Context: an optimization exercise on an open-source flow, tuned for small area, a short achievable clock period and few clock cycles. The choices shown serve that exercise and are no tape-out recipe.
At most, simulation tests tie the RTL to the original design; equivalence was not proved.

## main
==> module dekoder64, before the edit <==
module dekoder64
(
	input             clk,
	input             load,    
	input             sync,    
	input      [31:0] d,
	input      [15:0] s_lo,    
	input      [15:0] s_hi,    
	input      [23:0] c1,      
	input      [7:0]  c2,
	input      [15:0] ky_lo,   
	input      [15:0] ky_hi,   
	output            ph_n,    
	output reg [31:0] x,
	output reg [31:0] d1,
	output reg [31:0] d2
);
	function [16:0] add16;
		input [15:0] a, b;
		input        ci;
		reg   [15:0] g, p, p0;
		integer i, w;
		begin
			p0 = a ^ b;
			g  = a & b;
			p  = p0;
			g[0] = g[0] | (p[0] & ci);
			for (w = 1; w < 16; w = w * 2)
				for (i = 2*w - 1; i < 16; i = i + 2*w) begin
					g[i] = g[i] | (p[i] & g[i-w]);
					p[i] = p[i] & p[i-w];
				end
			for (w = 4; w >= 1; w = w / 2)
				for (i = 3*w - 1; i < 16; i = i + 2*w) begin
					g[i] = g[i] | (p[i] & g[i-w]);
					p[i] = p[i] & p[i-w];
				end
			add16 = {g[15], p0 ^ {g[14:0], ci}};
		end
	endfunction
	reg  [31:0] d3, d4;
	reg  [15:0] d5;
	reg         ld;
	reg  [2:0]  lc;        
	reg         ph1;       
	reg         ph2;       
	reg  [7:0]  c1r;
	reg  [15:0] tlo;
	reg  [2:0]  cy;
	reg  [19:0] xh;        
	reg  [15:0] thi;
	reg  [15:0] slo;
	reg         sc;
	wire [2:0] lc_n = sync ? 3'd2 : (lc == 3'd5) ? 3'd0 : lc + 3'd1;
	assign ph_n = (lc_n >= 3'd3);
	wire [1:0] j_n = (lc == 3'd2 || lc == 3'd5) ? 2'd0 : (lc == 3'd0 || lc == 3'd3) ? 2'd1 : 2'd2;
	wire [15:0] kx_lo = ph1 ? 16'h6c6b : {c1r, c2};
	wire [16:0] a1 = add16({x[11:0], 4'b0}, kx_lo, 1'b0);
	wire [16:0] a2 = add16(x[15:0], s_lo, 1'b0);
	wire [16:0] a3 = add16(x[20:5], ky_lo, 1'b0);
	wire [15:0] kx_hi = ph2 ? 16'h6875 : 16'h7468;
	wire [16:0] b1 = add16(xh[15:0], kx_hi, cy[0]);
	wire [16:0] b2 = add16(xh[19:4], s_hi, cy[1]);
	wire [16:0] b3 = add16({5'b0, xh[19:9]}, ky_hi, cy[2]);
	wire [16:0] sl = add16(d4[15:0], ~tlo, 1'b1);
	wire [16:0] sh = add16(d5, ~thi, sc);
	always @(posedge clk) begin
		ld  <= load;
		lc  <= lc_n;
		ph1 <= ph_n;
		ph2 <= ph1;
		c1r <= c1[8*j_n +: 8];
		tlo <= a1[15:0] ^ a2[15:0] ^ a3[15:0];
		cy  <= {a3[16], a2[16], a1[16]};
		xh  <= x[31:12];
		thi <= b1[15:0] ^ b2[15:0] ^ b3[15:0];
		slo <= sl[15:0];
		sc  <= sl[16];
		d1  <= x;
		d2  <= d1;
		d3  <= d2;
		d4  <= d3;
		d5  <= d4[31:16];
		x   <= ld ? d : {sh[15:0], slo};
	end
endmodule
export LEC_CHECK = 0
export CAP_MARGIN = 20
export CORE_MARGIN = 2
export CORE_UTILIZATION = 60
export SETUP_SLACK_MARGIN = 5
export SLEW_MARGIN = 20
create_clock -name core_clock -period 8.0 [get_ports {clk}]
run.sh (not shown) runs the stock make flow with config.mk's settings and CLKGATE_MAP_FILE= SYNTH_SCRIPT=/design/flow/synth_recipe.tcl, a recipe that flattens the netlist after the stock synthesis.
Here is what was changed in the inputs of the feature branch compared with main.
==> flow/design.v, changed modules only <==
module dekoder64
(
	input             clk,
	input             load,    
	input             sync,    
	input      [31:0] d,
	input      [15:0] s_lo,    
	input      [15:0] s_hi,    
	input      [23:0] c1,      
	input      [7:0]  c2,
	input      [15:0] ky_lo,   
	input      [15:0] ky_hi,   
	output            ph_n,    
	output reg [31:0] x,
	output reg [31:0] d1,
	output reg [31:0] d2
);
	function [16:0] add16;
		input [15:0] a, b;
		input        ci;
		add16 = {1'b0, a} + {1'b0, b} + {16'd0, ci};
	endfunction
	reg  [31:0] d3, d4;
	reg  [15:0] d5;
	reg         ld;
	reg  [2:0]  lc;        
	reg         ph1;       
	reg         ph2;       
	reg  [7:0]  c1r;
	reg  [15:0] tlo;
	reg  [2:0]  cy;
	reg  [19:0] xh;        
	reg  [15:0] thi;
	reg  [15:0] slo;
	reg         sc;
	wire [2:0] lc_n = sync ? 3'd2 : (lc == 3'd5) ? 3'd0 : lc + 3'd1;
	assign ph_n = (lc_n >= 3'd3);
	wire [1:0] j_n = (lc == 3'd2 || lc == 3'd5) ? 2'd0 : (lc == 3'd0 || lc == 3'd3) ? 2'd1 : 2'd2;
	wire [15:0] kx_lo = ph1 ? 16'h6c6b : {c1r, c2};
	wire [16:0] a1 = add16({x[11:0], 4'b0}, kx_lo, 1'b0);
	wire [16:0] a2 = add16(x[15:0], s_lo, 1'b0);
	wire [16:0] a3 = add16(x[20:5], ky_lo, 1'b0);
	wire [15:0] kx_hi = ph2 ? 16'h6875 : 16'h7468;
	wire [16:0] b1 = add16(xh[15:0], kx_hi, cy[0]);
	wire [16:0] b2 = add16(xh[19:4], s_hi, cy[1]);
	wire [16:0] b3 = add16({5'b0, xh[19:9]}, ky_hi, cy[2]);
	wire [16:0] sl = add16(d4[15:0], ~tlo, 1'b1);
	wire [16:0] sh = add16(d5, ~thi, sc);
	always @(posedge clk) begin
		ld  <= load;
		lc  <= lc_n;
		ph1 <= ph_n;
		ph2 <= ph1;
		c1r <= c1[8*j_n +: 8];
		tlo <= a1[15:0] ^ a2[15:0] ^ a3[15:0];
		cy  <= {a3[16], a2[16], a1[16]};
		xh  <= x[31:12];
		thi <= b1[15:0] ^ b2[15:0] ^ b3[15:0];
		slo <= sl[15:0];
		sc  <= sl[16];
		d1  <= x;
		d2  <= d1;
		d3  <= d2;
		d4  <= d3;
		d5  <= d4[31:16];
		x   <= ld ? d : {sh[15:0], slo};
	end
endmodule
## What came out
Per the comparison of the feature branch with main, critical path depth now smaller; horizontal die dimension now larger; worst setup slack for register-to-register paths now larger. [compare] base=main new=the feature branch: number of register bits inferred by synthesis did not really move, summed instance area of the synthesized netlist went up, global-route wire length before repair went up.
Testbench counts of the feature branch, summed over its fixed seeds: cycles 163,140.
Only the layout flow was run in main; the RTL was not checked for function there.

========
The RTL this note starts from:
==> flow/design.v <==
module dekoder64
(
	input             clk,
	input             load,    
	input             sync,    
	input      [31:0] d,
	input      [31:0] s,       
	input      [7:0]  c1,      
	input      [7:0]  c2,
	input      [31:0] ky,
	output reg [31:0] x,
	output reg [31:0] d1
);
	function [31:0] addf;
		input [31:0] x, y;
		input        ci;
		addf = x + y + ci;
	endfunction
	reg [31:0] d2, d3, t;
	reg        ld;
	reg [1:0]  lc;      
	wire       ph = lc[1];    
	reg  [7:0]  c1r;
	wire [31:0] kx = ph ? 32'h68756c6b : {16'h7468, c1r, c2};
	wire [31:0] f = addf(x << 4, kx, 1'b0) ^ addf(x, s, 1'b0) ^ addf(x >> 5, ky, 1'b0);
	always @(posedge clk) begin
		ld  <= load;
		lc  <= sync ? 2'd1 : lc + 2'd1;
		c1r <= c1;
		t  <= f;
		d1 <= x;
		d2 <= d1;
		d3 <= d2;
		x  <= ld ? d : addf(d3, ~t, 1'b1);
	end
endmodule
module keygen
(
	input  [39:0] hi,     
	output [39:0] next,
	output        last    
);
	function [7:0] step;
		input [7:0] c;
		begin
			if (c == 8'd122)     step = 8'd32;
			else if (c == 8'd32) step = 8'd65;
			else                 step = c + 8'd1;
		end
	endfunction
	wire [4:0] sp;
	genvar i;
	generate for (i = 0; i < 5; i = i + 1) begin : g
		assign sp[i] = (hi[39-8*i -: 8] == 8'd32);
		if (i == 0) begin : g0
			assign next[39 -: 8] = step(hi[39 -: 8]);
		end else begin : gn
			assign next[39-8*i -: 8] = &sp[i-1:0] ? step(hi[39-8*i -: 8]) : hi[39-8*i -: 8];
		end
	end endgenerate
	assign last = &sp;
endmodule
module kombajn
(
	input              rst,
	input              clk,
	input              start,
	input      [63:0]  data,
	input      [47:0]  start_key,
	output reg         busy,
	output reg         found,
	output     [127:0] keyout
);
localparam P = 8;
localparam B = 2 * P;                  
localparam [31:0] MAGIC = 32'h25706466;
localparam [31:0] DELTA = 32'h9e3779b9;
localparam [31:0] SUM0  = 32'hc6ef3720;
localparam [31:0] K1    = 32'h20697320;
reg  [63:0] data_reg;
reg  [7:0]  c1_raw;        
reg  [39:0] hi;            
reg  [1:0]  blk;           
reg  [3:0]  so;            
reg         first;         
reg  [7:0]  cnt;
reg  [31:0] sum;
reg  [31:0] ky;            
reg  [31:0] d;             
reg         hitr;          
reg  [3:0]  hq;            
reg  [7:0]  kc1;           
wire [39:0] hi_next;
wire        hi_last;
keygen kg (.hi(hi), .next(hi_next), .last(hi_last));
assign keyout = {80'h68756c6b206973207468, kc1, hi};
wire [5:0] pos0 = (c1_raw == 8'd32) ? 6'd58 : c1_raw[5:0] - 6'd1;    
function [7:0] chr;
	input [5:0] pos;
	chr = (pos == 6'd58) ? 8'd32 : {2'b01, pos} + 8'd1;
endfunction
wire accept   = start & ~busy;
wire [7:0] cn = ~busy ? 8'd129 : (cnt == 8'd131) ? 8'd0 : cnt + 8'd1;    
wire load_n   = (cn == 8'd129) | (cn == 8'd130) | (cn == 8'd131) | (cn == 8'd0);
wire [B-1:0] match;
wire [B-1:0] valid;
wire [7:0]   c1 [0:B-1];
genvar i;
generate for (i = 0; i < P; i = i + 1) begin : lane
	wire [5:0] pa = {blk, i[2:0], 1'b0};
	assign c1[2*i]   = chr(pa);
	assign c1[2*i+1] = chr(pa | 6'd1);
	wire [31:0] x, d1;
	dekoder64 u (.clk(clk), .load(load_n), .sync(~busy), .d(d), .s(sum),
	             .c1(cn[0] ? c1[2*i+1] : c1[2*i]), .c2(hi[39:32]), .ky(ky),
	             .x(x), .d1(d1));
	assign match[2*i]   = (d1 == MAGIC);
	assign match[2*i+1] = (x == MAGIC);
	assign valid[2*i]   = (2*i >= so) && (pa <= 6'd58);
	assign valid[2*i+1] = (2*i+1 >= so) && (pa <= 6'd57);
end endgenerate
wire [B-1:0] hit = match & valid;
reg [3:0] hit_q;
integer j;
always @(*) begin
	hit_q = 4'd0;
	for (j = B - 1; j >= 0; j = j - 1)
		if (hit[j]) hit_q = j;
end
wire eval     = busy & ~first & (cnt == 8'd130);
wire last_blk = (blk == 2'd3);
wire finish   = eval & (hitr | (hi_last & last_blk));
always @(posedge clk or posedge rst) begin
	if (rst) begin
		busy  <= 1'b0;
		found <= 1'b0;
	end else if (accept) begin
		busy  <= 1'b1;
		found <= 1'b0;
	end else if (finish) begin
		busy  <= 1'b0;
		found <= hitr;
	end
end
always @(posedge clk) begin
	cnt <= cn;
	if (accept)
		hi <= start_key[39:0];
	if (~busy) begin
		data_reg <= data;
		c1_raw   <= start_key[47:40];
		first    <= 1'b1;
	end else if (cnt == 8'd129) begin
		hitr <= |hit;
		hq   <= hit_q;
		if (first) begin
			blk   <= pos0[5:4];
			so    <= pos0[3:0];
		end
	end else if (cnt == 8'd130) begin
		if (first)
			first <= 1'b0;
		else if (~hitr) begin
			so  <= 4'd0;
			blk <= blk + 2'd1;
			if (last_blk)
				hi <= hi_next;
		end
	end
	if (~busy)
		d <= data[31:0];
	else
		d <= (cn == 8'd129 || cn == 8'd130) ? data_reg[31:0] : data_reg[63:32];
	ky <= cn[1] ? K1 : hi[31:0];
	if (cnt == 8'd131)
		sum <= SUM0;
	else if (cnt[1:0] == 2'd3)
		sum <= sum - DELTA;
	if (finish & hitr)
		kc1 <= chr({blk, hq});
end
endmodule
Settings: LEC_CHECK=0, CAP_MARGIN=20, CORE_MARGIN=2, CORE_UTILIZATION=60, SETUP_SLACK_MARGIN=5, SLEW_MARGIN=20; clock period 8.0 ns.
Then changed:
--- a/flow/design.v
+++ b/flow/design.v
@@ -78,12 +78,11 @@
 localparam [31:0] SUM0  = 32'hc6ef3720;
 localparam [31:0] K1    = 32'h20697320;
 reg  [63:0] data_reg;
 reg  [7:0]  c1_raw;        
 reg  [39:0] hi;            
-reg  [1:0]  blk;           
-reg  [3:0]  so;            
+reg  [6:0]  p;             
 reg         first;         
 reg  [7:0]  cnt;
 reg  [31:0] sum;
 reg  [31:0] ky;            
 reg  [31:0] d;             
@@ -92,45 +91,46 @@
 reg  [7:0]  kc1;           
 wire [39:0] hi_next;
 wire        hi_last;
 keygen kg (.hi(hi), .next(hi_next), .last(hi_last));
 assign keyout = {80'h68756c6b206973207468, kc1, hi};
-wire [5:0] pos0 = (c1_raw == 8'd32) ? 6'd58 : c1_raw[5:0] - 6'd1;    
+wire [6:0] pos0 = (c1_raw == 8'd32) ? 7'd123 : c1_raw[6:0];
 function [7:0] chr;
-	input [5:0] pos;
-	chr = (pos == 6'd58) ? 8'd32 : {2'b01, pos} + 8'd1;
+	input [6:0] p;
+	input [6:0] q;
+	reg   [6:0] s;
+	begin
+		s   = p + q;
+		chr = (s == 7'd123) ? 8'd32 : {1'b0, s};
+	end
 endfunction
 wire accept   = start & ~busy;
 wire [7:0] cn = ~busy ? 8'd129 : (cnt == 8'd131) ? 8'd0 : cnt + 8'd1;    
 wire load_n   = (cn == 8'd129) | (cn == 8'd130) | (cn == 8'd131) | (cn == 8'd0);
 wire [B-1:0] match;
 wire [B-1:0] valid;
-wire [7:0]   c1 [0:B-1];
 genvar i;
 generate for (i = 0; i < P; i = i + 1) begin : lane
-	wire [5:0] pa = {blk, i[2:0], 1'b0};
-	assign c1[2*i]   = chr(pa);
-	assign c1[2*i+1] = chr(pa | 6'd1);
 	wire [31:0] x, d1;
 	dekoder64 u (.clk(clk), .load(load_n), .sync(~busy), .d(d), .s(sum),
-	             .c1(cn[0] ? c1[2*i+1] : c1[2*i]), .c2(hi[39:32]), .ky(ky),
+	             .c1(chr(p, 2*i + cn[0])), .c2(hi[39:32]), .ky(ky),
 	             .x(x), .d1(d1));
 	assign match[2*i]   = (d1 == MAGIC);
 	assign match[2*i+1] = (x == MAGIC);
-	assign valid[2*i]   = (2*i >= so) && (pa <= 6'd58);
-	assign valid[2*i+1] = (2*i+1 >= so) && (pa <= 6'd57);
+	assign valid[2*i]   = (p <= 123 - 2*i);
+	assign valid[2*i+1] = (p <= 122 - 2*i);
 end endgenerate
 wire [B-1:0] hit = match & valid;
 reg [3:0] hit_q;
 integer j;
 always @(*) begin
 	hit_q = 4'd0;
 	for (j = B - 1; j >= 0; j = j - 1)
 		if (hit[j]) hit_q = j;
 end
 wire eval     = busy & ~first & (cnt == 8'd130);
-wire last_blk = (blk == 2'd3);
+wire last_blk = (p >= 124 - B);         
 wire finish   = eval & (hitr | (hi_last & last_blk));
 always @(posedge clk or posedge rst) begin
 	if (rst) begin
 		busy  <= 1'b0;
 		found <= 1'b0;
@@ -152,21 +152,21 @@
 		first    <= 1'b1;
 	end else if (cnt == 8'd129) begin
 		hitr <= |hit;
 		hq   <= hit_q;
 		if (first) begin
-			blk   <= pos0[5:4];
-			so    <= pos0[3:0];
+			p <= pos0;
 		end
 	end else if (cnt == 8'd130) begin
 		if (first)
 			first <= 1'b0;
 		else if (~hitr) begin
-			so  <= 4'd0;
-			blk <= blk + 2'd1;
-			if (last_blk)
+			if (last_blk) begin
+				p  <= 7'd65;
 				hi <= hi_next;
+			end else
+				p <= p + B;
 		end
 	end
 	if (~busy)
 		d <= data[31:0];
 	else
@@ -175,8 +175,8 @@
 	if (cnt == 8'd131)
 		sum <= SUM0;
 	else if (cnt[1:0] == 2'd3)
 		sum <= sum - DELTA;
 	if (finish & hitr)
-		kc1 <= chr({blk, hq});
+		kc1 <= chr(p, {3'b000, hq});
 end
 endmodule
Die area rises by 1.8%.
Count of clock-buffer cells in the layout rises by 6.
Flip-flop and latch count rises by 42.
Routed wire length rises by 3.9%.
Area after synthesis rises by 1.8%.
Final area rises by 2.4%.
Worst setup slack degrades by 220 ps.
Worst hold slack improves by 30 ps.
Sequential share of layout area barely changes.
Testbench counts after the change, summed over its fixed seeds: cycles 104,268.
For the first run of this note, only the layout was checked, not whether the RTL still works.

static timing again, ports no longer ideal:
In the flow no input, the clock included, has a driving cell. The finished layouts below were timed again as built, in two steps.
Step 1 (the two cells are an assumption about what drives the block):
set clk [get_ports {clk}]
set_driving_cell -lib_cell sky130_fd_sc_hd__clkbuf_16 $clk
set_driving_cell -lib_cell sky130_fd_sc_hd__buf_2 [delete_from_list [all_inputs] $clk]
Step 2 adds t to the input delays and takes it off the output delays; t is the mean of the earliest and latest rising clock arrival at the registers after step 1. Input paths then give back, and output paths get back, about the clock's delay inside the block.
a / b / c = no drivers / after step 1 / after step 2; a / b = the first two.
run | shift t [ns] | setup WS [ns] | worst register clock-pin slew, ns
main | 0.833 | 4.589 / 4.589 / 4.537 | 0.07 / 0.07
the feature branch | 0.838 | 4.840 / 4.840 / 4.352 | 0.07 / 0.07
the first run of note 2 | 0.907 | 4.398 / 4.398 / 4.307 | 0.07 / 0.07
the second run of note 2 | 0.933 | 4.174 / 4.174 / 4.174 | 0.07 / 0.07
After both steps every run listed still meets setup and hold. The setup slack of the feature branch, which loses most, moves by 0.000 ns with the drivers and by -0.488 ns with both steps.
